From an optimization exercise on the open Yosys and OpenROAD flow, aimed at small area; shortcuts taken in it are not production practice.
In this exercise RTL edits were held to simulation tests only and were not proved equivalent to the original.
Power is estimated from default activity; no workload was simulated.

==> flow/design.v <==
module ax_debounce(
	input	clk,
	input	rst,
	input	button_in,
	output	clear
);
localparam [9:0] TERM = 10'h380;
reg DFF1, DFF2, out, a, b;
reg [9:0] q;
wire clr  = DFF1 ^ DFF2;
wire term = (q == TERM);
wire rise = term & DFF2 & ~out;
always @(posedge clk or posedge rst)
begin
	if (rst) begin
		DFF1 <= 1'b0;
		DFF2 <= 1'b0;
		q    <= 10'd0;
		out  <= 1'b1;
		a    <= 1'b0;
		b    <= 1'b0;
	end else begin
		DFF1 <= button_in;
		DFF2 <= DFF1;
		q    <= ~({q[8:0], q[9] ^ q[2]} | {10{clr}});
		if (term)
			out <= DFF2;
		a    <= b;
		b    <= rise | (b & ~a);
	end
end
assign clear = a & ~b;
endmodule
module shujuchuli(
	input clk,
	input rst,
	input clear,
	input en,
	input [7:0] sw,
	output reg [3:0] x,
	output beep
);
localparam [3:0] IDLE = 4'b1111;
localparam [3:0] C9 = 4'b0010;
localparam [3:0] C8 = 4'b1001;
localparam [3:0] C1 = 4'b0011;
localparam [3:0] Z0 = 4'b0001;
localparam [3:0] F0A = 4'b0000;
localparam [3:0] F0B = 4'b1000;
localparam [3:0] G0A = 4'b0100;
localparam [3:0] G0B = 4'b1010;
reg lk;
reg [3:0] f;
reg [3:0] name;
always @(*)
begin
	casez (sw)
		8'b???????1: name = 4'b0011;
		8'b??????10: name = 4'b0111;
		8'b?????100: name = 4'b1110;
		8'b????1000: name = 4'b1101;
		8'b???10000: name = 4'b1011;
		8'b??100000: name = 4'b0110;
		8'b?1000000: name = 4'b1100;
		default:     name = 4'b1001;
	endcase
end
wire adv = en | (f == Z0) | (f == F0A) | (f == G0A);
always @(posedge clk or posedge rst)
begin
	if (rst) begin
		lk <= 1'b0;
		f  <= IDLE;
		x  <= 4'b0001;
	end else begin
		x <= (clear & ~lk) ? 4'b0010 : f;
		if (clear) begin
			lk <= 1'b0;
			f  <= en ? C8 : C9;
		end else if (!lk) begin
			if (f == G0B) begin
				if (|sw) begin
					lk <= 1'b1;
					f  <= name;
				end
			end else if (adv)
				f <= {~(f[0] ^ f[3]), f[3:1]};
		end
	end
end
assign beep = (f == F0B) | (f == G0A);
endmodule
module daojishi(
	input clk,
	input rst,
	output en
);
localparam [15:0] S_EN  = 16'h3fb2;
localparam [15:0] S_RST = 16'h3fba;
localparam [15:0] MASK  = 16'h9fbf;
reg [15:0] p;
assign en = ((p & MASK) == (S_EN & MASK));
always @(posedge clk or posedge rst)
begin
	if (rst)
		p <= S_RST;
	else
		p <= {p[14],
		      p[13],
		      p[12],
		      p[11],
		      p[10],
		      p[9],
		      p[8],
		      p[7],
		      p[6],
		      p[5],
		      p[4],
		      p[3] ^ en,
		      p[2],
		      p[1],
		      p[0],
		      (~(p[15] ^ p[6] ^ p[10] ^ p[13]))};
end
endmodule
module seg_decoder
(
	input [3:0] bin_data,
	output reg [6:0] seg_data
);
always @(*)
begin
	case (bin_data)
		4'b0000: seg_data = 7'b100_0000;  
		4'b0001: seg_data = 7'b100_0000;  
		4'b0010: seg_data = 7'b001_0000;  
		4'b0011: seg_data = 7'b111_1001;  
		4'b0100: seg_data = 7'b100_0000;  
		4'b0110: seg_data = 7'b000_0010;  
		4'b0111: seg_data = 7'b010_0100;  
		4'b1000: seg_data = 7'b100_0000;  
		4'b1001: seg_data = 7'b000_0000;  
		4'b1010: seg_data = 7'b100_0000;  
		4'b1011: seg_data = 7'b001_0010;  
		4'b1100: seg_data = 7'b111_1000;  
		4'b1101: seg_data = 7'b001_1001;  
		4'b1110: seg_data = 7'b011_0000;  
		4'b1111: seg_data = 7'b001_0000;  
		default: seg_data = 7'b000_0000;
	endcase
end
endmodule
module top(
input clk,
input rst,
input SW1,
input SW2,
input SW3,
input SW4,
input SW5,
input SW6,
input SW7,
input SW8,
input btn_start,
output [6:0] seg,
output [3:0] sel,
output beep
);
wire clear, en;
wire [3:0] x;
ax_debounce ax_debounce_m0(
	.clk(clk),
	.rst(rst),
	.button_in(btn_start),
	.clear(clear)
);
daojishi daojishi(
	.clk(clk),
	.rst(rst),
	.en(en)
);
shujuchuli shujuchuli(
	.clk(clk),
	.rst(rst),
	.clear(clear),
	.en(en),
	.sw({SW8, SW7, SW6, SW5, SW4, SW3, SW2, SW1}),
	.x(x),
	.beep(beep)
);
seg_decoder seg_decoder(
	.bin_data(x),
	.seg_data(seg)
);
assign sel = 4'b1110;
endmodule
==> flow/flow/run.sh <==
#!/bin/bash
# Standard ORFS layout (the standard.sh, standard synthesis unchanged) with
# two placement/CTS choices made explicit:
#  - port buffers use the smallest buffer, sky130_fd_sc_hd__buf_1, instead of
#    the cell buffer_ports picks on its own (every port still gets a buffer);
#  - the clock tree is built from clkbuf_4 without dummy balancing loads.
set -euo pipefail
export BUFFER_PORTS_ARGS="-buffer_cell sky130_fd_sc_hd__buf_1"
export CTS_ARGS="-sink_clustering_enable -repair_clock_nets -dont_use_dummy_load -buf_list sky130_fd_sc_hd__clkbuf_4"
bash standard.sh > standard.log 2>&1
==> flow/standard.sh <==
#!/bin/bash
# synth_recipe.tcl (not shown) runs the flow's synth.tcl, then flattens the netlist and writes it again
# the make line also repeats each setting of config.mk as NAME=value (left out here)
make -C /OpenROAD-flow-scripts/flow DESIGN_CONFIG=/design/flow/config.mk WORK_HOME=/design/flow/orfs CLKGATE_MAP_FILE= SYNTH_SCRIPT=/design/flow/synth_recipe.tcl "${@:-finish}"
==> flow/config.mk <==
export PLATFORM = sky130hd
export DESIGN_NAME = top
export DESIGN_NICKNAME = top
export VERILOG_FILES = /design/flow/design.v
export SDC_FILE = /design/flow/constraint.sdc
export NUM_CORES = 4
export LEC_CHECK = 0
export CAP_MARGIN = 20
export CORE_MARGIN = 2
export CORE_UTILIZATION = 40
export SLEW_MARGIN = 20
==> flow/constraint.sdc <==
create_clock -name core_clock -period 10.0 [get_ports {clk}]
set_input_delay 2.0000 -clock core_clock [delete_from_list [all_inputs] [get_ports {clk}]]
set_output_delay 2.0000 -clock core_clock [all_outputs]
set_load 0.01 [all_outputs]
==> run summary <==
P_leak 0.729 nW; area leader, netlist dfrtp_1; drt first pass iters 4; Mapped Avg Cell Area 11.5 sq um; setup TNS 0 ps; row count 23; final hold violations 0; Maximum Capacitance Violations 0; CP Cell Sequence inv_1 > or3_1 > o21ai_0 > and2_1 > buf_1; CTS sink cnt 40; post-synthesis instance total 140; GRT busiest layer met2; outcome no timing/DRC/antenna violations; antenna cells 0; initial antenna violation count 0; clk buf depth 2; Fmax 283 MHz; drt drc 0; final-report setup violation count 0; Bufs and invs on worst path 2; initial core utilization 40.9%; CP max stage delay 430 ps; Yosys cell types 39; vias in the first global route 1,079; clk_skew 14.7 ps; CP arrival 1540 ps; Overall Power 0.400 mW; Vias 1,123; Post-Route WL 2710 um; mean number of vias per cell 5.32; Crit Path Class reg -> out; setup bufs post-CTS 0; power per cell area 228 nW/um^2; Worst Path Max Fanout 7; GRT met2 Usage 24.9%; Critical-path top delay cell dfrtp_1; Setup crit start kind flop; Area growth syn-to-layout 9.16%; met3 Usage GRT 5.17%; DR iter-0 viols 33; hold-fix buffers at CTS 0; Mapped Area 1610 sq um; Least-Margin Pin Slew 997 ps; CP delay by family, top simple AND/OR/NAND/NOR gates; grt ovf 0; final worst path period need 3540 ps; largest net degree at the start of global routing 41; antenna viol nets, final 0; Final Max Tran Viols 0; worst ir drop on vdd 0.109 mV; synth warn 4; slew margin rel. 32.6%; Die W 67.5 um; WP data required 8000 ps; Non-Filler Instances 211; layout cells sized above 1 18.0%; GRT Util Overall 14.6%; Core Region 3940 sq um; gpl congestion 0.833; io pins 23; Skew-Pair Late Insertion Delay 330 ps; share of the yosys chip area belonging to registers 63.4%; Placed Cells 206; IO buf count 18; Crit. End Element output port; PostCTS Resize Cnt 0; first-pass GRT wire length 4840 um; Die Ht 67.5 um; post-synth top area share 35.7%; #FFs+latches synth 40; TritonCTS buffer count 5; crit share post-route 35.4%; DP Wirelength 2000 um; Final Net Count 174; htree depth 2; DP Worst Slack 6540 ps; CTS tree built; routed len/inst 12.8 um; Worst Slack Setup Final 6460 ps; RSZ-0062 raised after global routing false; met1 Use GR 16.7%; Worst Hold Class reg -> reg; clk slew on worst S/H paths 100 ps; CTS root buf clkbuf_4; largest cells by area after synthesis dfrtp_1 36%, dfstp_2 28%, nor2_1 5.1%, o21ai_0 2.8%, xnor2_1 2.2%; die area 4550 sq um
## per-stage QoR
stage | hold slack, ps | cell area [sq um] | utilization (%)
2_1_floorplan | 331 | 1620 | -
3_3_place_gp | 334 | 1720 | 43.7
3_5_place_dp | 338 | 1720 | 43.7
4_1_cts | 365 | 1760 | 44.6
5_1_grt | 379 | 1760 | 44.6
6_report | 359 | 1760 | 44.6
## cell usage in the layout (no fill, tap or decap), types with 2 or more instances in the layout
cell type / count
a211oi_1: 2
a21oi_1: 2
and2_1: 2
buf_1: 18
clkbuf_4: 5
conb_1: 4
dfrtp_1: 23
dfstp_2: 17
inv_1: 5
nand2_1: 6
nand3_1: 5
nor2_1: 22
nor2b_1: 4
nor3_1: 4
nor4_1: 2
nor4bb_1: 2
o211ai_1: 2
o21ai_0: 9
or2_2: 2
xnor2_1: 4
xor2_1: 2
## worst paths after layout
check,start,to,slack (ps),cells past startpoint
setup / recovery,shujuchuli.x[2],seg[1],6460,5
hold / removal,daojishi.p[14],daojishi.p[15],360,0
setup reg to reg,shujuchuli.f[3],shujuchuli.f[1],7400,5
hold reg to reg,daojishi.p[14],daojishi.p[15],360,0
max in group asynchronous,rst,shujuchuli.f[0],7910,3
min in group asynchronous,rst,ax_debounce_m0.q[9],1730,3
## cell families after synthesis
logic type	Yosys count	synth area share, %
flops	40	63.4
compound gates	23	9.70
simple gates	57	18.5
xor+xnor	6	3.26
other cells	2	0.466
buf+inv	10	3.34
mux	2	1.32
## per-layer routing
| metal | vias to the layer above | wire (um) |
|---|---|---|
| met5 | - | 0 |
| met4 | 0 | 56 |
| met3 | 7 | 158 |
| met2 | 39 | 1370 |
| met1 | 555 | 1120 |
| li1 | 522 | - |
## synthesized netlist by cell type (all sizes together)
master / count
or4: 1
and2: 2
and3: 1
nand4b: 1
nor3: 4
o21bai: 1
nand3: 5
xor2: 2
o21ai: 9
clkbuf: 1
o32ai: 1
xnor2: 4
or2: 2
o21a: 1
nor2b: 4
o211ai: 2
dfrtp: 23
mux2: 1
mux2i: 1
nand2: 6
o22ai: 1
nor4bb: 2
a2111oi: 1
a211oi: 2
nor4b: 1
a31oi: 1
conb: 2
nor4: 2
dfstp: 17
or3: 1
nor2: 22
a221o: 1
inv: 5
buf: 4
or2b: 1
nand4: 1
o311ai: 1
or4b: 1
a21oi: 2
## sequential cells by signal, indices dropped and copies added (netlist names)
register and flops:
ax_debounce_m0.b 1, ax_debounce_m0.DFF2 1, shujuchuli.x 4, ax_debounce_m0.a 1, shujuchuli.f 4, ax_debounce_m0.DFF1 1
shujuchuli.lk 1, daojishi.p 16, ax_debounce_m0.q 10, ax_debounce_m0.out 1
## power by group
| group | switching [mW] | internal (mW) |
|---|---|---|
| Sequential | 0.0330 | 0.196 |
| Combinational | 0.0568 | 0.0474 |
| Clock | 0.0438 | 0.0235 |
## cell type report
cell class              instances  area, sq um
clock buffers                   5         37.5
fillers                       376         2180
well taps                      50         62.6
repair buffers                 19         75.1
inverters                       5         18.8
flip-flops and latches         40         1020
multi-input cells              92          543

-- port drivers added, routing unchanged --
How much do the figures lean on ideal ports? The routed layout below was timed once more, with nothing changed but the port constraints.
Step 1: set_driving_cell puts a clkbuf_16 on clk and a buf_2 on each other input, an assumption about the parent block.
Step 2 times the ports against the registers' clock, not the clock port: input delays grow and output delays shrink by t, the midpoint of the rising clock arrivals with the driver on.
Slacks: ideal / step 1 / step 2; pairs: ideal / step 1.
t, ns: 0.347
setup WS [ns]: 6.463 / 6.442 / 6.503
worst setup path at the end: input to register
worst data-port slew with drivers (ns): 0.03
pins driven straight from the clock port: 1
After both steps setup and hold are still met in this run. The setup slack of this run moves by -0.021 ns with the drivers and by +0.040 ns with both steps.
